This is an optimization exercise on Yosys and OpenROAD, whose aim is small area, a short achievable clock period and few clock cycles, not a production implementation.
Where RTL was checked, it was by simulation tests only, not by an equivalence proof against the original.
Function not checked in run 1: the RTL went through the layout flow alone.
Power is estimated from default activity; no workload was simulated.

==> flow/design.v <==
module neural(input  logic clk, reset, run_inference,
              output logic ready,
              output logic [9:0] RAM_address,
              output logic [7:0] RAM_wd,
              output logic RAM_we,
              input  logic [7:0] RAM_rd);
  localparam logic [2:0] K_NONE = 3'd0, K_TWO = 3'd1, K_NS = 3'd2, K_SH = 3'd3,
                         K_IN = 3'd4, K_MAC = 3'd5;
  localparam logic [2:0] S_IDLE = 3'd0, S_INP = 3'd1, S_NODE = 3'd2,
                         S_SWITCH = 3'd3, S_DONE = 3'd4, S_WE = 3'd5;
  logic [2:0]  st;
  logic [1:0]  hc;             
  logic [2:0]  dk, pk, rk, mk;
  logic        vmac;
  logic [3:0]  A;              
  logic [4:0]  B;              
  logic [4:0]  Bn;             
  logic [2:0]  Lr;             
  logic [2:0]  s;              
  logic [9:0]  colbase;        
  logic [9:0]  nxtP;           
  logic        rb;             
  logic [4:0]  nj;             
  logic        ph;             
  logic [3:0]  pos;            
  logic        rowd;           
  logic        shpend;         
  logic        nspend;         
  logic        nsdone;         
  logic [3:0]  wc0, wc1;       
  logic [4:0]  dr;             
  logic        dbias, dfin, dlast, drb, doutl, dendl;
  logic [3:0]  pr, rr;
  logic        pbias, pfin, plast, prb, poutl, pendl;
  logic        rbias, rfin, rlast, rrb, routl, rendl;
  logic        mbias, mlast, mrb, moutl, mendl;
  logic        vlast, vrb, voutl, vendl;
  logic [7:0]  X [0:14];
  logic [6:0]  Y [0:14];
  logic signed [7:0]  wq;
  logic signed [7:0]  xr;          
  logic [3:0]  bone, btwo, bneg;   
  logic signed [18:0] acc;
  logic signed [9:0] bpp [0:3];
  logic [18:0] bnegs;
  always_comb begin
    bnegs = '0;
    for (int i = 0; i < 4; i++) begin
      logic signed [9:0] mag;
      mag = bone[i] ? 10'(wq) : btwo[i] ? (10'(wq) <<< 1) : 10'sd0;
      bpp[i] = bneg[i] ? ~mag : mag;
      bnegs[2*i] = bneg[i];
    end
  end
  logic [3:0]  sh;
  logic signed [7:0] mx;
  logic [3:0]  idx;
  logic [3:0]  wcr;
  logic [14:0] nz, known, amask, me, above, cnd, low, rest;
  logic [3:0]  lowk;
  logic        lowknown;
  always_comb begin
    wcr = rb ? wc1 : wc0;
    known = 15'(~(16'hffff << wcr));       
    amask = 15'(~(16'hffff << A));         
    for (int k = 0; k < 15; k++) begin
      nz[k]    = rb ? (Y[k] != 7'd0) : (X[k] != 8'd0);
      me[k]    = amask[k] & (~known[k] | nz[k]);
    end
    above = rowd ? 15'(16'hfffe << pos) : 15'h7fff;    
    cnd  = ph ? (me & above) : me;
    low  = cnd & (~cnd + 15'd1);
    rest = cnd & ~low;
    lowk = 4'd0;
    for (int k = 0; k < 15; k++) if (low[k]) lowk = lowk | 4'(k);
    lowknown = |(low & known);
  end
  wire start = ready && run_inference;
  wire hidden  = (s < Lr - 3'd1);
  wire shneed  = shpend && hidden;
  wire lastnode = (nj == B);    
  logic [2:0]  n_st, n_dk;
  logic [3:0]  n_A, n_wc0, n_wc1;
  logic [4:0]  n_B, n_nj, n_dr;
  logic [2:0]  n_s;
  logic [9:0]  n_colbase;
  logic        n_rb, n_ph, n_shpend, n_nspend, n_nsdone;
  logic [3:0]  n_pos;
  logic        n_rowd;
  logic        n_dbias, n_dfin, n_dlast, n_drb, n_doutl, n_dendl;
  logic        n_ready, n_we;
  logic [9:0]  n_addr;
  logic [7:0]  n_wd;
  assign xr = rbias ? 8'sd5 : (rfin || rk != K_MAC) ? 8'sd0 : (rrb ? {1'b0, Y[rr]} : X[rr]);
  wire [8:0] xr9 = {xr, 1'b0};
  logic [22:0] ae;
  logic [14:0] a1;
  logic [10:0] a2;
  logic [8:0]  a3;
  logic [7:0]  r8;
  logic        ovf;
  logic [15:0] shm;
  logic signed [7:0] y8;
  logic [6:0]  y7;
  always_comb begin
    ae = {{4{acc[18]}}, acc};
    for (int i = 0; i < 15; i++) a1[i] = sh[3] ? ae[i+8] : ae[i];
    for (int i = 0; i < 11; i++) a2[i] = sh[2] ? a1[i+4] : a1[i];
    for (int i = 0; i < 9; i++)  a3[i] = sh[1] ? a2[i+2] : a2[i];
    for (int i = 0; i < 8; i++)  r8[i] = sh[0] ? a3[i+1] : a3[i];
    shm = 16'hffff << sh;                  
    ovf = |((acc[17:7] ^ {11{acc[18]}}) & shm[10:0]);
    y8 = ovf ? (acc[18] ? 8'sh80 : 8'sh7f) : r8;
    y7 = acc[18] ? 7'd0 : (ovf ? 7'h7f : r8[6:0]);
  end
  wire [3:0] vj = vrb ? wc0 : wc1;
  wire ge = ovf ? (~acc[18] | (mx == -8'sh80)) : ($signed(r8) >= mx);
  wire signed [7:0] mx_n = ge ? y8 : mx;
  wire [3:0] idx_n = ge ? vj : idx;
  wire y8min = ovf ? acc[18] : (r8 == 8'h80);    
  wire vdo = vmac && vlast;
  always_comb begin
    n_st = st; n_dk = K_NONE; n_A = A; n_B = B; n_s = s;
    n_nj = nj; n_dr = {1'b0, lowk}; n_colbase = colbase; n_rb = rb; n_ph = ph;
    n_shpend = shpend; n_nspend = nspend; n_nsdone = nsdone; n_pos = pos; n_rowd = rowd;
    n_wc0 = wc0; n_wc1 = wc1;
    n_dbias = 1'b0; n_dfin = 1'b0; n_dlast = 1'b0; n_drb = rb; n_doutl = ~hidden;
    n_dendl = 1'b0;
    n_ready = ready; n_we = 1'b0; n_addr = RAM_address;
    n_wd = {4'd0, (mx == -8'sd128 && y8min) ? 4'd15 : idx_n};
    case (st)
      S_IDLE: begin
        n_ready = 1'b1;
        n_wc0 = 4'd0; n_nsdone = 1'b0;
        n_s = 3'd1; n_rb = 1'b0; n_wc1 = 4'd0; n_nj = 5'd0; n_ph = 1'b0; n_shpend = 1'b1;
      end
      S_INP: begin
        if (!nsdone && nj == 5'd1) begin
          n_dk = K_NS; n_nspend = 1'b1; n_nsdone = 1'b1;
        end else if (nj == 5'd0 || nj[3:0] < A) begin
          n_dk = K_IN; n_dr = nj; n_nj = nj + 5'd1;
          if (nsdone && nj[3:0] + 4'd1 == A) begin n_st = S_NODE; n_nj = 5'd0; end
        end else begin n_st = S_NODE; n_nj = 5'd0; end
      end
      S_NODE: begin
        if (s == 3'd1 && nj == 5'd0) n_colbase = {7'd0, Lr} + 10'd2;
        if (shneed && nj == 5'd0) begin
          n_dk = K_SH; n_dr = {1'b0, A} + 5'd1; n_shpend = 1'b0;
        end else if (!ph) begin
          n_dk = K_MAC; n_dr = {1'b0, A}; n_dbias = 1'b1; n_dlast = (cnd == 15'd0);
          n_dendl = (nj + 5'd1 == B);
          if (nj != 5'd0) n_colbase = colbase + 10'd1;
          n_nj = nj + 5'd1;
          n_rowd = 1'b0;
          if (cnd == 15'd0) begin
            if (nj + 5'd1 == B) n_st = hidden ? S_SWITCH : S_DONE;
          end else n_ph = 1'b1;
        end else if (cnd == 15'd0) begin
          n_dk = K_MAC; n_dfin = 1'b1; n_dlast = 1'b1; n_dendl = lastnode; n_ph = 1'b0;
          if (lastnode) n_st = hidden ? S_SWITCH : S_DONE;
        end else if (lowknown) begin
          n_dk = K_MAC; n_dr = {1'b0, lowk}; n_dlast = (rest == 15'd0);
          n_dendl = lastnode && (rest == 15'd0);
          n_pos = lowk; n_rowd = 1'b1;
          if (rest == 15'd0) begin
            n_ph = 1'b0;
            if (lastnode) n_st = hidden ? S_SWITCH : S_DONE;
          end
        end
      end
      S_SWITCH: if (!nspend) begin
        n_s = s + 3'd1; n_A = B[3:0]; n_B = Bn; n_rb = ~rb; n_nj = 5'd0; n_ph = 1'b0;
        n_colbase = nxtP;
        if (rb) n_wc1 = 4'd0; else n_wc0 = 4'd0;
        n_st = S_NODE;
        if (s + 3'd2 < Lr) begin    
          n_dk = K_NS; n_nspend = 1'b1; n_shpend = 1'b1;
        end else begin
          n_shpend = 1'b0;
          n_dk = K_MAC; n_dr = {1'b0, B[3:0]}; n_dbias = 1'b1; n_drb = ~rb; n_doutl = 1'b1;
          n_dendl = (Bn == 5'd1);
          n_nj = 5'd1; n_ph = 1'b1; n_rowd = 1'b0;
        end
      end
      S_WE: begin
        n_ready = 1'b1; n_addr = 10'd0; n_st = S_IDLE;
      end
      default: ;
    endcase
    case (dk)
      K_TWO:  n_addr = 10'd2;
      K_NS:   n_addr = {7'd0, s} + 10'd2;
      K_IN:   n_addr = {8'(dr[3:0] - 4'd3), 2'b11};
      K_MAC, K_SH: n_addr = colbase + 10'(dr * B);
      default: ;
    endcase
    if (rk == K_IN) n_wc0 = n_wc0 + 4'd1;
    if (vdo) begin
      if (vrb) n_wc0 = wc0 + 4'd1; else n_wc1 = wc1 + 4'd1;
    end
    if (vdo && voutl && vendl) begin
      n_we = 1'b1; n_addr = 10'd1023;
      n_st = S_WE;
    end
  end
  always_ff @(posedge clk or posedge reset) begin
    if (reset) begin
      st <= S_IDLE; hc <= 2'd0; dk <= K_NONE; pk <= K_NONE; rk <= K_NONE; mk <= K_NONE;
      vmac <= 1'b0; ready <= 1'b0; RAM_we <= 1'b0; RAM_address <= 10'd0;
    end else begin
      st <= start ? S_INP : n_st; dk <= start ? K_TWO : n_dk; pk <= dk; rk <= pk; mk <= rk; vmac <= (mk == K_MAC);
      hc <= start ? 2'd1 : (hc == 2'd0) ? 2'd0 : hc + 2'd1;
      ready <= !start && n_ready; RAM_we <= n_we; RAM_address <= start ? 10'd1 : n_addr;
    end
  end
  always_ff @(posedge clk) begin
    A <= n_A; B <= n_B; s <= n_s; nj <= n_nj; dr <= n_dr;
    colbase <= n_colbase; rb <= n_rb; ph <= n_ph; shpend <= n_shpend;
    nspend <= n_nspend; nsdone <= n_nsdone; pos <= n_pos; rowd <= n_rowd; wc0 <= n_wc0; wc1 <= n_wc1;
    RAM_wd <= n_wd;
    dbias <= n_dbias; dfin <= n_dfin; dlast <= n_dlast; drb <= n_drb; doutl <= n_doutl;
    dendl <= n_dendl;
    pr <= dr[3:0]; pbias <= dbias; pfin <= dfin; plast <= dlast; prb <= drb;
    poutl <= doutl; pendl <= dendl;
    if (dk == K_SH) nxtP <= colbase + 10'(dr * B) + 10'd1;
    rr <= pr; rbias <= pbias; rfin <= pfin; rlast <= plast; rrb <= prb;
    routl <= poutl; rendl <= pendl;
    case (hc)
      2'd1: Lr <= RAM_rd[2:0];
      2'd2: A <= RAM_rd[3:0];
      2'd3: B <= RAM_rd[4:0];
      default: ;
    endcase
    if (rk == K_NS) begin nspend <= 1'b0; Bn <= RAM_rd[4:0]; end
    wq <= RAM_rd;
    for (int i = 0; i < 4; i++) begin
      bone[i] <= xr9[2*i+1] ^ xr9[2*i];
      btwo[i] <= (xr9[2*i+2] & ~xr9[2*i+1] & ~xr9[2*i]) | (~xr9[2*i+2] & xr9[2*i+1] & xr9[2*i]);
      bneg[i] <= xr9[2*i+2];
    end
    mbias <= rbias && rk == K_MAC; mlast <= rlast; mrb <= rrb; moutl <= routl; mendl <= rendl;
    acc <= (mbias ? 19'sd0 : acc) + 19'(bpp[0]) + (19'(bpp[1]) <<< 2) + (19'(bpp[2]) <<< 4)
           + (19'(bpp[3]) <<< 6) + bnegs;
    if (mk == K_SH || (mk == K_NS && Lr == 3'd2)) sh <= wq[3:0];
    vlast <= mlast; vrb <= mrb; voutl <= moutl; vendl <= mendl;
    if (vdo && voutl) begin mx <= mx_n; idx <= idx_n; end
    if (st == S_IDLE) begin mx <= -8'sd128; idx <= 4'd0; end
  end
  wire inw = (rk == K_IN);
  wire hw  = vdo && !voutl;
  wire [7:0] xwd = inw ? RAM_rd : {1'b0, y7};
  always_ff @(posedge clk) begin
    for (int k = 0; k < 15; k++) begin
      if ((inw || (hw && vrb)) && wc0 == 4'(k)) X[k] <= xwd;
      if (hw && !vrb && wc1 == 4'(k)) Y[k] <= y7;
    end
  end
endmodule
==> flow/flow/run.sh <==
#!/bin/bash
# The standard layout, with faster port buffers than buffer_ports picks by default.
set -euo pipefail
export BUFFER_PORTS_ARGS="-buffer_cell sky130_fd_sc_hd__buf_4"
bash standard.sh > make_finish.log 2>&1
==> flow/standard.sh <==
#!/bin/bash
# synth_recipe.tcl (not shown) runs the flow's synth.tcl, then flattens the netlist and writes it again
# the make line also repeats each setting of config.mk as NAME=value (left out here)
make -C /OpenROAD-flow-scripts/flow DESIGN_CONFIG=/design/flow/config.mk WORK_HOME=/design/flow/orfs CLKGATE_MAP_FILE= SYNTH_SCRIPT=/design/flow/synth_recipe.tcl "${@:-finish}"
==> flow/config.mk <==
export PLATFORM = sky130hd
export DESIGN_NAME = neural
export DESIGN_NICKNAME = neural
export VERILOG_FILES = /design/flow/design.v
export SDC_FILE = /design/flow/constraint.sdc
export NUM_CORES = 4
export LEC_CHECK = 0
export CAP_MARGIN = 20
export CORE_MARGIN = 2
export CORE_UTILIZATION = 40
export CTS_BUF_LIST = sky130_fd_sc_hd__clkbuf_16
export CTS_CLUSTER_DIAMETER = 100
export CTS_CLUSTER_SIZE = 30
export SLEW_MARGIN = 20
==> flow/constraint.sdc <==
create_clock -name core_clock -period 20.0 [get_ports {clk}]
set_input_delay 4.0000 -clock core_clock [delete_from_list [all_inputs] [get_ports {clk}]]
set_output_delay 4.0000 -clock core_clock [all_outputs]
set_load 0.01 [all_outputs]
==> impl_results.md, run 1 <==
- Status: timing/DRC/antenna clean
- WP data arrival: 1140 ps
- Htree depth: 1
- Top delay family on crit path: flip-flops
- Worst Path Buf+Inv: 1
- Layout Cells excl Fill: 2808
- Leakage: 8.90 nW
- GPL Wtd Cong: 0.912
- Slowest Stage Delay on Critical Path: 420 ps
- Fin util: 43.3%
- Die height: 242 µm
- Top cell type by total area after synthesis: edfxtp_1
- Initial antenna violation count: 0
- Post-CTS sizing: 0
- Fin crit period: 5140 ps
- Leading cell type in the layout, fill and taps excluded: edfxtp_1
- Rows: 87
- Worst Hold Class: flip-flop to flip-flop
- Pre-CTS WS: 14890 ps
- Max-slew headroom: 22.8%
- Design Area, Final: 24300 µm²
- Area growth, synth to finish: 7.25%
- Post-synth EDFFs: 283
- Top-area cell type share of the netlist area: 37.4%
- Setup TNS: 0 ps
- Mapped Area: 22700 µm²
- Max clock buf depth: 3
- CP Data Required Time: 16000 ps
- Grt ovf: 0
- Routed vias/inst: 5.94
- CORE AREA: 56300 µm²
- CP Max Fanout: 4
- Die W: 242 µm
- WL per Instance: 23.6 µm
- Fin crit share: 25.7%
- Hold Fails Final Rpt: 0
- Residual DRC: 0
- Total GRT Usage: 22.3%
- I/O pin cnt: 31
- Slew Limit Fails: 0
- Setup Skew: 48.4 ps
- Post-synthesis cell count: 2053
- Count of state elements after synthesis: 417
- FFs w/ async S/R, synth: 7.19%
- Initial core utilization: 40.3%
- CP Capture Type: output port
- Setup repair bufs after CTS: 0
- First-pass GRT wire length: 100 mm
- WS Path Type: flip-flop to output port
- Synth area leaders: edfxtp_1 (37%), dfxtp_1 (9.2%), ha_1 (5.3%)
- CTS tree: yes
- Power Density: 166 nW/µm²
- Placed Instances: 2770
- Clock Tree Root: clkbuf_16
- Tightest Pin Transition: 1150 ps
- Clk slew on worst S/H paths: 120 ps
- Ys Warns: 4
- Maxcap violations: 0
- Share of layout cells above drive strength 1: 8.28%
- Area of the die: 58700 µm²
- N_diodes: 0
- Post-CTS Hold Buffers: 0
- Syn Area/Cell: 11.1 µm²
- Sequential share of the synthesized area: 49.9%
- Via count: 16700
- Final #Nets: 2200
- Final setup vio count: 0
- Final WS setup: 14860 ps
- Most frequent cells in the layout: edfxtp_1 (283), nand2_1 (172), nor2_1 (153), inv_1 (120), dfxtp_1 (104)
- Dpl hpwl: 49.5 mm
- 1st-pass router iterations: 6
- Main flop type after synthesis: edfxtp_1
- Setup crit start kind: flip-flop
- Max IR drop VDD: 0.000158 V
- FILL cells: 5287
- Placed Area: 23600 µm²
- Largest net degree at the start of global routing: 50
- Num CTS Buffers: 21
- Clock latency on the worst-skew pair: 580 ps
- IO buf count: 26
- Total wire length: 66.3 mm
- CP cell instances: buf_4
- CTS Sinks: 417
- Vias in the first global route: 16400
- Routed Antenna Nets: 0
- Initial DRC count: 2002
- Max Fclk: 194 MHz
- RSZ-0062 raised after global routing: no
- Slowest CP cell: dfrtp_1
- Unique cell type count in the Yosys netlist: 99
[layout make-up]
cell class	count	area (µm²)	share of cell area [%]
clock buffers	21	526	2.16
multi-input cells	1429	10500	43.3
flip-flops and latches	417	11300	46.5
repair buffers	52	390	1.60
well taps	756	946	3.89
clock inverters	17	170	0.699
inverters	116	435	1.79
[logic make-up after synthesis]
group,synth area share (%)
other,0.0165
adders and majority gates,10.2
DFF,49.9
AOI/OAI and AO/OA,13.8
xor gates and xnor gates,3.97
muxes,2.93
and+or+nand+nor,15.3
buffers and inverters,3.86
[metal layers]
layer	track usage, %	part of all wire (%)	up-vias
met5	0	0	-
li1	-	-	7546
met4	7.66	3.8	0
met2	35.4	46	764
met3	4.97	8.6	124
met1	30.1	42	8235
[power breakdown]
group          total, mW  switching (mW)  leakage, nW  internal (mW)
logic               2.15            1.29         4.71          0.862
clock network      0.515           0.305        0.361          0.210
registers           1.37           0.178         3.83           1.19
[final timing paths]
path / startpoint / end / slack, ps / cells past startpoint
max: ready$_DFF_PP0_ / ready / 14860 / 1
min: mrb$_DFF_P_ / vrb$_DFF_P_ / 310 / 0
max reg2reg: bone[2]$_DFF_P_ / acc[17]$_DFF_P_ / 14960 / 18
min reg2reg: mrb$_DFF_P_ / vrb$_DFF_P_ / 310 / 0
max in group asynchronous: reset / RAM_address[7]$_DFFE_PP0P_ / 16090 / 2
min in group asynchronous: reset / mk[1]$_DFF_PP0_ / 3490 / 2
[registers in the layout (all words and copies together), names as in the netlist, 5 cells and up]
signal       cells
B                5
Bn               5
RAM_address     10
X              120
Y              105
acc             19
colbase         10
dr               5
mx               8
nj               5
nxtP            10
wq               8
[Yosys cell counts (all sizes together) (27+ instances only)]
| master | n |
|---|---|
| a21oi | 88 |
| a22oi | 81 |
| clkbuf | 69 |
| dfrtp | 30 |
| dfxtp | 104 |
| edfxtp | 283 |
| fa | 56 |
| ha | 96 |
| inv | 116 |
| mux2i | 27 |
| nand2 | 173 |
| nand2b | 27 |
| nand3 | 62 |
| nand4 | 31 |
| nor2 | 161 |
| nor2b | 37 |
| nor3 | 43 |
| nor4 | 39 |
| o21ai | 70 |
| xnor2 | 62 |
| xor2 | 41 |
[per-stage QoR]
step | power, mW | hold WS, ps
after floorplan | 2.92 | 310
after global placement | 3.50 | 311
after detailed placement | 3.53 | 312
after CTS | 4.05 | 324
after global routing | 4.37 | 339
final | 4.04 | 311
==> run 2, diff against run 1 <==
--- a/flow/design.v
+++ b/flow/design.v
@@ -114,7 +114,8 @@
     y7 = acc[18] ? 7'd0 : (ovf ? 7'h7f : r8[6:0]);
   end
   wire [3:0] vj = vrb ? wc0 : wc1;
-  wire ge = ovf ? (~acc[18] | (mx == -8'sh80)) : ($signed(r8) >= mx);
+  wire signed [7:0] r8s = r8;
+  wire ge = ovf ? (~acc[18] | (mx == -8'sh80)) : (r8s >= mx);
   wire signed [7:0] mx_n = ge ? y8 : mx;
   wire [3:0] idx_n = ge ? vj : idx;
   wire y8min = ovf ? acc[18] : (r8 == 8'h80);    
==> impl_results.md, run 2 <==
- Leakage: 8.90 nW (unchanged)
- Main flop type after synthesis: edfxtp_1 (unchanged)
- Setup repair bufs after CTS: 0 (unchanged)
- CORE AREA: 56300 µm² (unchanged)
- Post-CTS sizing: 0 (unchanged)
- IO buf count: 26 (unchanged)
- Initial antenna violation count: 0 (unchanged)
- Power Density: 166 nW/µm² (unchanged)
- Top reg by flops: X (unchanged)
- Largest net degree at the start of global routing: 50 (unchanged)
- WS Path Type: flip-flop to output port (unchanged)
- Leading cell type in the layout, fill and taps excluded: edfxtp_1 (unchanged)
- RR Endpoint: acc[17]$_DFF_P_ (unchanged)
- CTS tree: yes (unchanged)
- Mapped Area: 22700 µm² (unchanged)
- I/O pin cnt: 31 (unchanged)
- Htree depth: 1 (unchanged)
- Max IR drop VDD: 0.000158 V (unchanged)
- Final #Nets: 2200 (unchanged)
- Slowest CP cell: dfrtp_1 (unchanged)
- Post-synth top cells: edfxtp_1 (283), nand2_1 (172), nor2_1 (161) (unchanged)
- CP cell instances: buf_4 (unchanged)
- Most frequent cells in the layout: edfxtp_1 (283), nand2_1 (172), nor2_1 (153), inv_1 (120), dfxtp_1 (104) (unchanged)
- Die W: 242 µm (unchanged)
- Vias in the first global route: 16400 (unchanged)
- Fin crit share: 25.7% (unchanged)
- CP Max Fanout: 4 (unchanged)
- Top-area cell type share of the netlist area: 37.4% (unchanged)
- Post-synthesis cell count: 2053 (unchanged)
- Clock power share: 12.7% (about the same)
- Fin crit period: 5140 ps (unchanged)
- RSZ-0062 raised after global routing: no (unchanged)
- Area of the die: 58700 µm² (unchanged)
- Switch share: 43.9% (unchanged)
- Final setup vio count: 0 (unchanged)
- Count of state elements after synthesis: 417 (unchanged)
- Maxcap violations: 0 (unchanged)
- Setup Skew: 48.4 ps (unchanged)
- Status: timing/DRC/antenna clean (unchanged)
- CTS Sinks: 417 (unchanged)
- Syn Area/Cell: 11.1 µm² (unchanged)
- Top delay family on crit path: flip-flops (unchanged)
- WL per Instance: 23.6 µm (unchanged)
- Largest register FFs: 120 (unchanged)
- GPL Wtd Cong: 0.912 (unchanged)
- Initial core utilization: 40.3% (unchanged)
- Initial DRC count: 2002 (unchanged)
- Area growth, synth to finish: 7.25% (unchanged)
- Num CTS Buffers: 21 (unchanged)
- Worst Path Buf+Inv: 1 (unchanged)
- Biggest regs: X: 120 flops, Y: 105 flops, acc: 19 flops (unchanged)
- Ys Warns: 4 (unchanged)
- Tightest Pin Transition: 1150 ps (unchanged)
- FILL cells: 5287 (unchanged)
- Hold Fails Final Rpt: 0 (unchanged)
- Count leader, synth: edfxtp_1 (unchanged)
- Unique cell type count in the Yosys netlist: 99 (unchanged)
- Hold Path Depth: 0 (unchanged)
- Setup crit start kind: flip-flop (unchanged)
- Total wire length: 66.3 mm (unchanged)
- First-pass GRT wire length: 100 mm (unchanged)
- NetSw: 1.78 mW (unchanged)
- Residual DRC: 0 (unchanged)
- Crit Reg-Reg Startpoint: bone[2]$_DFF_P_ (unchanged)
- Routed Antenna Nets: 0 (unchanged)
- Cells on worst reg2reg path: 18 (unchanged)
- Slowest Stage Delay on Critical Path: 420 ps (about the same)
- Share of layout cells above drive strength 1: 8.28% (unchanged)
- Via count: 16700 (unchanged)
- CP Data Required Time: 16000 ps (about the same)
- Post-CTS Hold Buffers: 0 (unchanged)
- Clock Tree Root: clkbuf_16 (unchanged)
- Post-synth EDFFs: 283 (unchanged)
- Internal: 2.27 mW (unchanged)
- Die height: 242 µm (unchanged)
- WP data arrival: 1140 ps (about the same)
- Design Power: 4.04 mW (unchanged)
- Setup slack, reg-to-reg: 14960 ps (about the same)
- Top cell type by total area after synthesis: edfxtp_1 (unchanged)
- N_diodes: 0 (unchanged)
- Synth area leaders: edfxtp_1 (37%), dfxtp_1 (9.2%), ha_1 (5.3%) (unchanged)
- Worst Hold Class: flip-flop to flip-flop (unchanged)
- CP Capture Type: output port (unchanged)
- Seq pwr share: 33.9% (about the same)
- Max-slew headroom: 22.8% (unchanged)
- Clock latency on the worst-skew pair: 580 ps (about the same)
- Routed vias/inst: 5.94 (unchanged)
- Clk slew on worst S/H paths: 120 ps (about the same)
- Grt ovf: 0 (unchanged)
- Max Fclk: 194 MHz (unchanged)
- FFs w/ async S/R, synth: 7.19% (unchanged)
- Sequential share of the synthesized area: 49.9% (unchanged)
- Total GRT Usage: 22.3% (unchanged)
- Dpl hpwl: 49.5 mm (unchanged)
- Rows: 87 (unchanged)
- Hold endpoint: vrb$_DFF_P_ (unchanged)
- Combinational Power Share: 53.3% (about the same)
- Slew Limit Fails: 0 (unchanged)
- 1st-pass router iterations: 6 (unchanged)
- Hold Startpoint: mrb$_DFF_P_ (unchanged)
- Max clock buf depth: 3 (unchanged)
- Setup TNS: 0 ps (unchanged)
run 2: cell counts after synthesis:
No cell type changed its count.
run 2: how the worst max path moves through the flow:
stage / startpoint / cells after the start / endpoint / slack (ps)
2_1_floorplan: reset / 1 / RAM_address[0]$_DFFE_PP0P_ / 15370
3_3_place_gp: RAM_rd[2] / 3 / X[10][2]$_DFFE_PP_ / 14990
3_5_place_dp: reset / 2 / RAM_address[6]$_DFFE_PP0P_ / 14890
4_1_cts: ready$_DFF_PP0_ / 1 / ready / 14830
5_1_grt: bone[2]$_DFF_P_ / 18 / acc[17]$_DFF_P_ / 14620
6_report: ready$_DFF_PP0_ / 1 / ready / 14860
run 2: metrics by stage:
step	instance area [µm²]	instances	util [%]	hold slack (ps)	setup WS (ps)
2_1_floorplan	22700	2056	-	310	15370
3_3_place_gp	23600	2770	42.0	311	14990
3_5_place_dp	23600	2770	42.0	312	14890
4_1_cts	24300	2808	43.2	324	14830
5_1_grt	24300	2808	43.3	339	14620
6_report	24300	2808	43.3	311	14860
run 2: routing by layer:
metal  vias up  track usage (%)  wire length, µm
li1       7546                -                -
met1      8235             30.1            27500
met2       764             35.4            30500
met3       124             4.97             5690
met4         0             7.66             2540
met5         -                0                0
run 2: cell families after synthesis:
group / Yosys count / synth area share (%)
AO/OA/AOI/OAI: 439 / 13.8
XOR/XNOR: 103 / 3.97
adder cells (fa/ha/maj): 152 / 10.2
buffers and inverters: 210 / 3.86
flip-flops: 417 / 49.9
multiplexers: 55 / 2.93
other: 1 / 0.0165
AND/OR/NAND/NOR: 676 / 15.3
run 2: power groups by stage:
stage / clock network [mW] / logic, mW / registers [mW]
floorplan: 0 / 1.64 / 1.28
global placement: 0 / 2.12 / 1.38
detailed placement: 0 / 2.14 / 1.39
CTS: 0.521 / 2.16 / 1.37
global route: 0.552 / 2.43 / 1.39
finish: 0.515 / 2.15 / 1.37
run 2: final cells by class:
class / instances / area [µm²] / share of cell area (%)
sequential: 417 / 11300 / 46.5
multi-input combinational: 1429 / 10500 / 43.3
tap: 756 / 946 / 3.89
clock buffer: 21 / 526 / 2.16
inverter: 116 / 435 / 1.79
timing repair buffer: 52 / 390 / 1.60
clock inverter: 17 / 170 / 0.699
Testbench counts of run 2, summed over its fixed seeds: cycles 32,526.
==> run 3, diff against run 2 <==
--- a/flow/design.v
+++ b/flow/design.v
@@ -144,7 +144,7 @@
         end else begin n_st = S_NODE; n_nj = 5'd0; end
       end
       S_NODE: begin
-        if (s == 3'd1 && nj == 5'd0) n_colbase = {7'd0, Lr} + 10'd2;
+        if (s == 3'd1 && nj == 5'd0) n_colbase = {7'd0, Lr} + 10'd1;
         if (shneed && nj == 5'd0) begin
           n_dk = K_SH; n_dr = {1'b0, A} + 5'd1; n_shpend = 1'b0;
         end else if (!ph) begin
@@ -192,7 +192,7 @@
       K_TWO:  n_addr = 10'd2;
       K_NS:   n_addr = {7'd0, s} + 10'd2;
       K_IN:   n_addr = {8'(dr[3:0] - 4'd3), 2'b11};
-      K_MAC, K_SH: n_addr = colbase + 10'(dr * B);
+      K_MAC, K_SH: n_addr = colbase + 10'(dr * B) + 10'd1;
       default: ;
     endcase
     if (rk == K_IN) n_wc0 = n_wc0 + 4'd1;
@@ -223,7 +223,7 @@
     dendl <= n_dendl;
     pr <= dr[3:0]; pbias <= dbias; pfin <= dfin; plast <= dlast; prb <= drb;
     poutl <= doutl; pendl <= dendl;
-    if (dk == K_SH) nxtP <= colbase + 10'(dr * B) + 10'd1;
+    if (dk == K_SH) nxtP <= colbase + 10'(dr * B) + 10'd1;    
     rr <= pr; rbias <= pbias; rfin <= pfin; rlast <= plast; rrb <= prb;
     routl <= poutl; rendl <= pendl;
     case (hc)
==> impl_results.md, run 3 <==
- Post-synth top cells: edfxtp_1 (283), nand2_1 (142), nor2_1 (134) (was edfxtp_1 (283), nand2_1 (172), nor2_1 (161))
- Max-slew headroom: 21.3% (was 22.8%)
- IO buf count: 26 (unchanged)
- Post-synthesis cell count: 2028 (was 2053)
- GR Util met1: 30.2% (was 30.1%)
- Rows: 87 (unchanged)
- Syn Area/Cell: 11.1 µm² (about the same)
- Routing usage on met3: 4.58% (was 4.97%)
- Synth area leaders: edfxtp_1 (38%), dfxtp_1 (9.2%), ha_1 (5.2%) (was edfxtp_1 (37%), dfxtp_1 (9.2%), ha_1 (5.3%))
- Top reg by flops: X (unchanged)
- CP cell instances: buf_4 (unchanged)
- Initial antenna violation count: 0 (unchanged)
- GPL Wtd Cong: 0.946 (was 0.912)
- Max clock buf depth: 3 (unchanged)
- 1st-pass router iterations: 8 (was 6)
- Vias in the first global route: 16000 (was 16400)
- CTS Sinks: 417 (unchanged)
- Slowest CP cell: dfrtp_1 (unchanged)
- Initial core utilization: 40.2% (was 40.3%)
- Main flop type after synthesis: edfxtp_1 (unchanged)
- Initial DRC count: 2096 (was 2002)
- Busiest grt layer: met2 (unchanged)
- Final setup vio count: 0 (unchanged)
- Hold endpoint: rendl$_DFF_P_ (was vrb$_DFF_P_)
- Routed vias/inst: 5.94 (about the same)
- Post-CTS Hold Buffers: 0 (unchanged)
- Largest net degree at the start of global routing: 56 (was 50)
- Clock Tree Root: clkbuf_16 (unchanged)
- Top delay family on crit path: flip-flops (unchanged)
- Die height: 241 µm (was 242 µm)
- Post-synth EDFFs: 283 (unchanged)
- N_diodes: 0 (unchanged)
- Setup repair bufs after CTS: 0 (unchanged)
- First-pass GRT wire length: 98.2 mm (was 100 mm)
- WP data arrival: 1150 ps (was 1140 ps)
- CP Data Required Time: 16000 ps (about the same)
- RR Endpoint: idx[0]$_SDFFE_PP0P_ (was acc[17]$_DFF_P_)
- Setup crit start kind: flip-flop (unchanged)
- Via count: 16500 (was 16700)
- Total wire length: 64.8 mm (was 66.3 mm)
- Clock latency on the worst-skew pair: 570 ps (was 580 ps)
- Hold Path Depth: 0 (unchanged)
- Grt ovf: 0 (unchanged)
- Power Density: 160 nW/µm² (was 166 nW/µm²)
- Design Area, Final: 24200 µm² (was 24300 µm²)
- Leading cell type in the layout, fill and taps excluded: edfxtp_1 (unchanged)
- Ys Warns: 4 (unchanged)
- Share of layout cells above drive strength 1: 7.86% (was 8.28%)
- Top-area cell type share of the netlist area: 37.7% (was 37.4%)
- Hold Startpoint: pendl$_DFF_P_ (was mrb$_DFF_P_)
- Final WS setup: 14850 ps (was 14860 ps)
- Tightest Pin Transition: 1180 ps (was 1150 ps)
- Fin crit share: 25.7% (about the same)
- Hold Fails Final Rpt: 0 (unchanged)
- CP Capture Type: output port (unchanged)
- I/O pin cnt: 31 (unchanged)
- Area growth, synth to finish: 7.45% (was 7.25%)
- Num CTS Buffers: 21 (unchanged)
- WL per Instance: 23.3 µm (was 23.6 µm)
- Pre-CTS WS: 14510 ps (was 14890 ps)
- Biggest regs: X: 120 flops, Y: 105 flops, acc: 19 flops (unchanged)
- Post-CTS sizing: 0 (unchanged)
- Setup Skew: 34.2 ps (was 48.4 ps)
- Max Fclk: 194 MHz (about the same)
- CTS tree: yes (unchanged)
- GRT met2 Usage: 35.9% (was 35.4%)
- Unique cell type count in the Yosys netlist: 101 (was 99)
- Mapped Area: 22500 µm² (was 22700 µm²)
- Crit Reg-Reg Startpoint: sh[2]$_DFFE_PP_ (was bone[2]$_DFF_P_)
- Slowest Stage Delay on Critical Path: 430 ps (was 420 ps)
- RSZ-0062 raised after global routing: no (unchanged)
- Top cell type by total area after synthesis: edfxtp_1 (unchanged)
- Htree depth: 1 (unchanged)
- Slew Limit Fails: 0 (unchanged)
- Placed Area: 23500 µm² (was 23600 µm²)
- Maxcap violations: 0 (unchanged)
- Crit. path cell count: 1 (unchanged)
- FFs w/ async S/R, synth: 7.19% (unchanged)
- CORE AREA: 56100 µm² (was 56300 µm²)
- Clk slew on worst S/H paths: 100 ps (was 120 ps)
- Most frequent cells in the layout: edfxtp_1 (283), nand2_1 (142), nor2_1 (131), inv_1 (129), a21oi_1 (105) (was edfxtp_1 (283), nand2_1 (172), nor2_1 (153), inv_1 (120), dfxtp_1 (104))
- Area of the die: 58300 µm² (was 58700 µm²)
- Total GRT Usage: 22.4% (was 22.3%)
- Residual DRC: 0 (unchanged)
- Die W: 241 µm (was 242 µm)
- Routed Antenna Nets: 0 (unchanged)
- Count leader, synth: edfxtp_1 (unchanged)
- Dpl hpwl: 48.6 mm (was 49.5 mm)
- Setup slack, reg-to-reg: 15090 ps (was 14960 ps)
- Max IR drop VDD: 0.000145 V (was 0.000158 V)
- Count of state elements after synthesis: 417 (unchanged)
- Fin crit period: 5150 ps (was 5140 ps)
- Cells on worst reg2reg path: 16 (was 18)
- Status: timing/DRC/antenna clean (unchanged)
- Largest register FFs: 120 (unchanged)
- Final #Nets: 2172 (was 2200)
- Sequential share of the synthesized area: 50.2% (was 49.9%)
- Leakage: 8.88 nW (was 8.90 nW)
- WS Path Type: flip-flop to output port (unchanged)
- Worst Hold Class: flip-flop to flip-flop (unchanged)
- Worst Path Buf+Inv: 1 (unchanged)
- Setup TNS: 0 ps (unchanged)
- Fin util: 43.2% (was 43.3%)
- CP Max Fanout: 4 (unchanged)
run 3: changes by cell type after synthesis, moves of 6 or more:
| cell | delta |
|---|---|
| xnor2_1 | -11 |
| inv_1 | +9 |
| mux2_2 | +6 |
| clkbuf_1 | +8 |
| a22o_1 | -11 |
| a22oi_1 | +16 |
| a221oi_1 | -14 |
| a21oi_1 | +19 |
| a2111oi_0 | +7 |
| o21ai_0 | +15 |
| nor2_1 | -27 |
| nand2_1 | -30 |
| nand3_1 | -9 |
run 3: worst max path at each step:
stage                     from                          to  slack (ps)
5_1_grt        sh[2]$_DFFE_PP_         idx[3]$_SDFFE_PP0P_       14600
4_1_cts        ready$_DFF_PP0_                       ready       14830
2_1_floorplan    run_inference  RAM_address[0]$_DFFE_PP0P_       14910
6_report       ready$_DFF_PP0_                       ready       14850
3_5_place_dp     run_inference  RAM_address[0]$_DFFE_PP0P_       14510
3_3_place_gp     run_inference  RAM_address[8]$_DFFE_PP0P_       14540
run 3: worst reg2reg max path, stage by stage (launching register included):
cell      delay (ps)
edfxtp_1         890
mux4_2           610
nand2_1           80
o21ai_0          140
a21oi_1          360
ha_1             290
nand2b_1         140
a21o_1           170
a21o_1           180
a21o_1           180
a21o_1           170
a21o_1           170
a2111o_1         420
a22oi_1          500
buf_4            300
o21ai_0          100
a21oi_1          160
run 3: layout make-up:
type	instances	area, µm²
Fill cell	5217	31800
Clock buffer	21	526
Tap cell	756	946
Timing Repair Buffer	52	390
Multi-Input combinational cell	1393	10400
Sequential cell	417	11300
Clock inverter	16	174
Inverter	125	469
run 3: kinds of logic after synthesis:
logic type | share of synthesized area (%)
simple gates | 14.0
buf+inv | 3.88
flops | 50.2
xor+xnor | 3.61
other cells | 0.0166
mux | 3.11
fa+ha+maj | 10.3
compound gates | 14.8
run 3: per-stage QoR:
stage / cells / power [mW] / hold slack, ps
floorplan: 2031 / 2.78 / 310
global placement: 2743 / 3.34 / 311
detailed placement: 2743 / 3.38 / 312
CTS: 2780 / 3.90 / 338
global route: 2780 / 4.18 / 344
finish: 2780 / 3.89 / 334
run 3: per-layer routing:
metal  wire length [µm]  up-vias  part of all wire, %
met5                  0        -                    0
met4               2340        0                  3.6
met3               5430      128                  8.4
met2              30000      723                   46
met1              27100     8153                   42
li1                   -     7497                    -
run 3: power breakdown:
group / total, mW / internal [mW] / leakage (nW) / switching, mW
clock network: 0.514 / 0.209 / 0.363 / 0.305
logic: 2.01 / 0.815 / 4.70 / 1.20
registers: 1.36 / 1.18 / 3.82 / 0.181
total: 3.89 / 2.20 / 8.88 / 1.68
Testbench counts of run 3, summed over its fixed seeds: cycles 32,526.
==> run 4, diff against run 3 <==
--- a/flow/design.v
+++ b/flow/design.v
@@ -207,7 +207,7 @@
   always_ff @(posedge clk or posedge reset) begin
     if (reset) begin
       st <= S_IDLE; hc <= 2'd0; dk <= K_NONE; pk <= K_NONE; rk <= K_NONE; mk <= K_NONE;
-      vmac <= 1'b0; ready <= 1'b0; RAM_we <= 1'b0; RAM_address <= 10'd0;
+      vmac <= 1'b0; ready <= 1'b1; RAM_we <= 1'b0; RAM_address <= 10'd0;
     end else begin
       st <= start ? S_INP : n_st; dk <= start ? K_TWO : n_dk; pk <= dk; rk <= pk; mk <= rk; vmac <= (mk == K_MAC);
       hc <= start ? 2'd1 : (hc == 2'd0) ? 2'd0 : hc + 2'd1;
==> impl_results.md, run 4 <==
- Vias in the first global route: 16300 (was 16000)
- IO buf count: 26 (unchanged)
- N_diodes: 0 (unchanged)
- Crit. path cell count: 1 (unchanged)
- FILL cells: 5237 (was 5217)
- Die W: 241 µm (about the same)
- Design Power: 3.87 mW (was 3.89 mW)
- Grt ovf: 0 (unchanged)
- CTS Sinks: 417 (unchanged)
- Clk slew on worst S/H paths: 120 ps (was 100 ps)
- CP cell instances: buf_4 (unchanged)
- Residual DRC: 0 (unchanged)
- Max clock buf depth: 3 (unchanged)
- CORE AREA: 56100 µm² (unchanged)
- First-pass GRT wire length: 99.0 mm (was 98.2 mm)
- Top-area cell type share of the netlist area: 37.7% (about the same)
- Max IR drop VDD: 0.000129 V (was 0.000145 V)
- Slowest Stage Delay on Critical Path: 570 ps (was 430 ps)
- Design Area, Final: 24200 µm² (about the same)
- Num CTS Buffers: 20 (was 21)
- Area of the die: 58300 µm² (about the same)
- Crit path capture: ready (unchanged)
- WS Path Type: flip-flop to output port (unchanged)
- Routed vias/inst: 5.93 (was 5.94)
- Routed Antenna Nets: 0 (unchanged)
- Leakage: 8.87 nW (was 8.88 nW)
- Clock latency on the worst-skew pair: 580 ps (was 570 ps)
- Sequential share of the synthesized area: 50.3% (was 50.2%)
- CP Capture Type: output port (unchanged)
- CP Data Required Time: 16000 ps (about the same)
- Most frequent cells in the layout: edfxtp_1 (283), nand2_1 (142), inv_1 (130), nor2_1 (130), a21oi_1 (105) (was edfxtp_1 (283), nand2_1 (142), nor2_1 (131), inv_1 (129), a21oi_1 (105))
- FFs w/ async S/R, synth: 7.19% (unchanged)
- Initial antenna violation count: 1 (was 0)
- Share of layout cells above drive strength 1: 7.95% (was 7.86%)
- Post-synthesis cell count: 2028 (unchanged)
- CP Max Fanout: 4 (unchanged)
- Initial DRC count: 1954 (was 2096)
- Main flop type after synthesis: edfxtp_1 (unchanged)
- Maxcap violations: 0 (unchanged)
- Largest register FFs: 120 (unchanged)
- Post-CTS Hold Buffers: 0 (unchanged)
- Via count: 16500 (about the same)
- Pre-CTS WS: 14500 ps (was 14510 ps)
- Worst Path Buf+Inv: 1 (unchanged)
- WP data arrival: 1260 ps (was 1150 ps)
- Setup TNS: 0 ps (unchanged)
- Synth area leaders: edfxtp_1 (38%), dfxtp_1 (9.2%), ha_1 (5.2%) (unchanged)
- Status: timing/DRC/antenna clean (unchanged)
- Top reg by flops: X (unchanged)
- Setup slack, reg-to-reg: 15100 ps (was 15090 ps)
- Fin crit share: 26.3% (was 25.7%)
- Post-CTS sizing: 0 (unchanged)
- Worst Hold Slack: 333 ps (was 334 ps)
- RSZ-0062 raised after global routing: no (unchanged)
- 1st-pass router iterations: 7 (was 8)
- Top delay family on crit path: flip-flops (unchanged)
- Slowest CP cell: dfstp_2 (was dfrtp_1)
- Slew Limit Fails: 0 (unchanged)
- CP startpoint: ready$_DFF_PP1_ (was ready$_DFF_PP0_)
- Final setup vio count: 0 (unchanged)
- Fin util: 43.2% (about the same)
- I/O pin cnt: 31 (unchanged)
- Total wire length: 65.2 mm (was 64.8 mm)
- RR Endpoint: idx[1]$_SDFFE_PP0P_ (was idx[0]$_SDFFE_PP0P_)
- Total GRT Usage: 22.5% (was 22.4%)
- Htree depth: 1 (unchanged)
- Syn Area/Cell: 11.1 µm² (about the same)
- WL per Instance: 23.4 µm (was 23.3 µm)
- Rows: 87 (unchanged)
- Largest net degree at the start of global routing: 56 (unchanged)
- Area growth, synth to finish: 7.36% (was 7.45%)
- Placed Instances: 2744 (was 2743)
- GPL Wtd Cong: 0.932 (was 0.946)
- Hold Path Depth: 0 (unchanged)
- Placed Area: 23500 µm² (about the same)
- Max Fclk: 190 MHz (was 194 MHz)
- Tightest Pin Transition: 1090 ps (was 1180 ps)
- Biggest regs: X: 120 flops, Y: 105 flops, acc: 19 flops (unchanged)
- Dpl hpwl: 48.7 mm (was 48.6 mm)
- Unique cell type count in the Yosys netlist: 102 (was 101)
- Crit Reg-Reg Startpoint: sh[2]$_DFFE_PP_ (unchanged)
- Final WS setup: 14740 ps (was 14850 ps)
- Worst Hold Class: flip-flop to flip-flop (unchanged)
- Hold Fails Final Rpt: 0 (unchanged)
- Ys Warns: 4 (unchanged)
- Setup Skew: 32.8 ps (was 34.2 ps)
- Leading cell type in the layout, fill and taps excluded: edfxtp_1 (unchanged)
- Die height: 241 µm (about the same)
- Post-synth EDFFs: 283 (unchanged)
- Cells on worst reg2reg path: 17 (was 16)
- Mapped Area: 22600 µm² (was 22500 µm²)
- Setup repair bufs after CTS: 0 (unchanged)
- Top cell type by total area after synthesis: edfxtp_1 (unchanged)
- Max-slew headroom: 27.2% (was 21.3%)
- Final #Nets: 2172 (unchanged)
- Initial core utilization: 40.2% (about the same)
- Setup crit start kind: flip-flop (unchanged)
- Post-synth top cells: edfxtp_1 (283), nand2_1 (142), nor2_1 (134) (unchanged)
- Layout Cells excl Fill: 2780 (unchanged)
- Count of state elements after synthesis: 417 (unchanged)
- Clock Tree Root: clkbuf_16 (unchanged)
- Fin crit period: 5260 ps (was 5150 ps)
- CTS tree: yes (unchanged)
- Power Density: 160 nW/µm² (about the same)
- Count leader, synth: edfxtp_1 (unchanged)
-- run 4: how the worst min path moves through the flow --
stage,from,to,slack (ps)
2_1_floorplan,rendl$_DFF_P_,mendl$_DFF_P_,310
3_3_place_gp,pbias$_DFF_P_,rbias$_DFF_P_,310
3_5_place_dp,rlast$_DFF_P_,mlast$_DFF_P_,310
4_1_cts,rlast$_DFF_P_,mlast$_DFF_P_,340
5_1_grt,mrb$_DFF_P_,vrb$_DFF_P_,340
6_report,dbias$_DFF_P_,pbias$_DFF_P_,330
-- run 4: where the power goes --
part / switching [mW] / internal [mW] / total (mW)
clock: 0.299 / 0.205 / 0.504
sequential: 0.182 / 1.18 / 1.36
combinational: 1.20 / 0.812 / 2.01
total: 1.68 / 2.20 / 3.87
-- run 4: cell families after synthesis --
| kind of cell | Yosys count | share of synthesized area (%) |
|---|---|---|
| other | 1 | 0.0166 |
| adders and majority gates | 152 | 10.3 |
| DFF | 417 | 50.3 |
| xor gates and xnor gates | 93 | 3.61 |
| and+or+nand+nor | 605 | 14.0 |
| AOI/OAI and AO/OA | 481 | 14.8 |
| buffers and inverters | 221 | 3.88 |
| muxes | 58 | 3.11 |
-- run 4: final cells by class --
type	instances	area, µm²	area share (%)
sequential	417	11300	46.8
multi-input combinational	1393	10400	43.0
tap	756	946	3.91
clock buffer	21	526	2.17
inverter	125	469	1.94
timing repair buffer	53	398	1.64
clock inverter	15	140	0.579
-- run 4: layer usage --
metal,global-route usage (%),share of wire [%],up-vias
li1,-,-,7489
met4,7.88,3.5,0
met3,3.75,8.6,123
met2,36.5,46,751
met1,30.4,42,8109
met5,0,0,-
Testbench counts of run 4, summed over its fixed seeds: cycles 32,526.

-- what the ideal ports hide --
In the flow no input, the clock included, has a driving cell. The finished layouts below were timed again as built, in two steps. Step 1, drivers: a clkbuf_16 drives clk and a buf_2 each remaining input, both assumed. Step 2 moves the port delays by t, midway between the first and last clock arrival at a register: inputs arrive t later, outputs are due t later. That takes back most of the time a late clock gives input paths. a / b / c = ideal / step 1 / step 2; a / b = the first two.
run | shift t [ns] | setup WS [ns] | clock arrival spread, ns | slew at the worst register clock pin (ns)
run 1 | 0.622 | 14.855 / 14.793 / 14.959 | 0.052 / 0.052 | 0.12 / 0.12
run 2 | 0.622 | 14.855 / 14.793 / 14.959 | 0.052 / 0.052 | 0.12 / 0.12
run 3 | 0.619 | 14.853 / 14.792 / 14.497 | 0.036 / 0.036 | 0.12 / 0.12
run 4 | 0.621 | 14.738 / 14.680 / 14.502 | 0.033 / 0.033 | 0.12 / 0.12
After both steps every run listed still meets setup and hold. For run 3, which loses most, drivers alone change the setup slack by -0.061 ns; drivers and shift together by -0.356 ns.
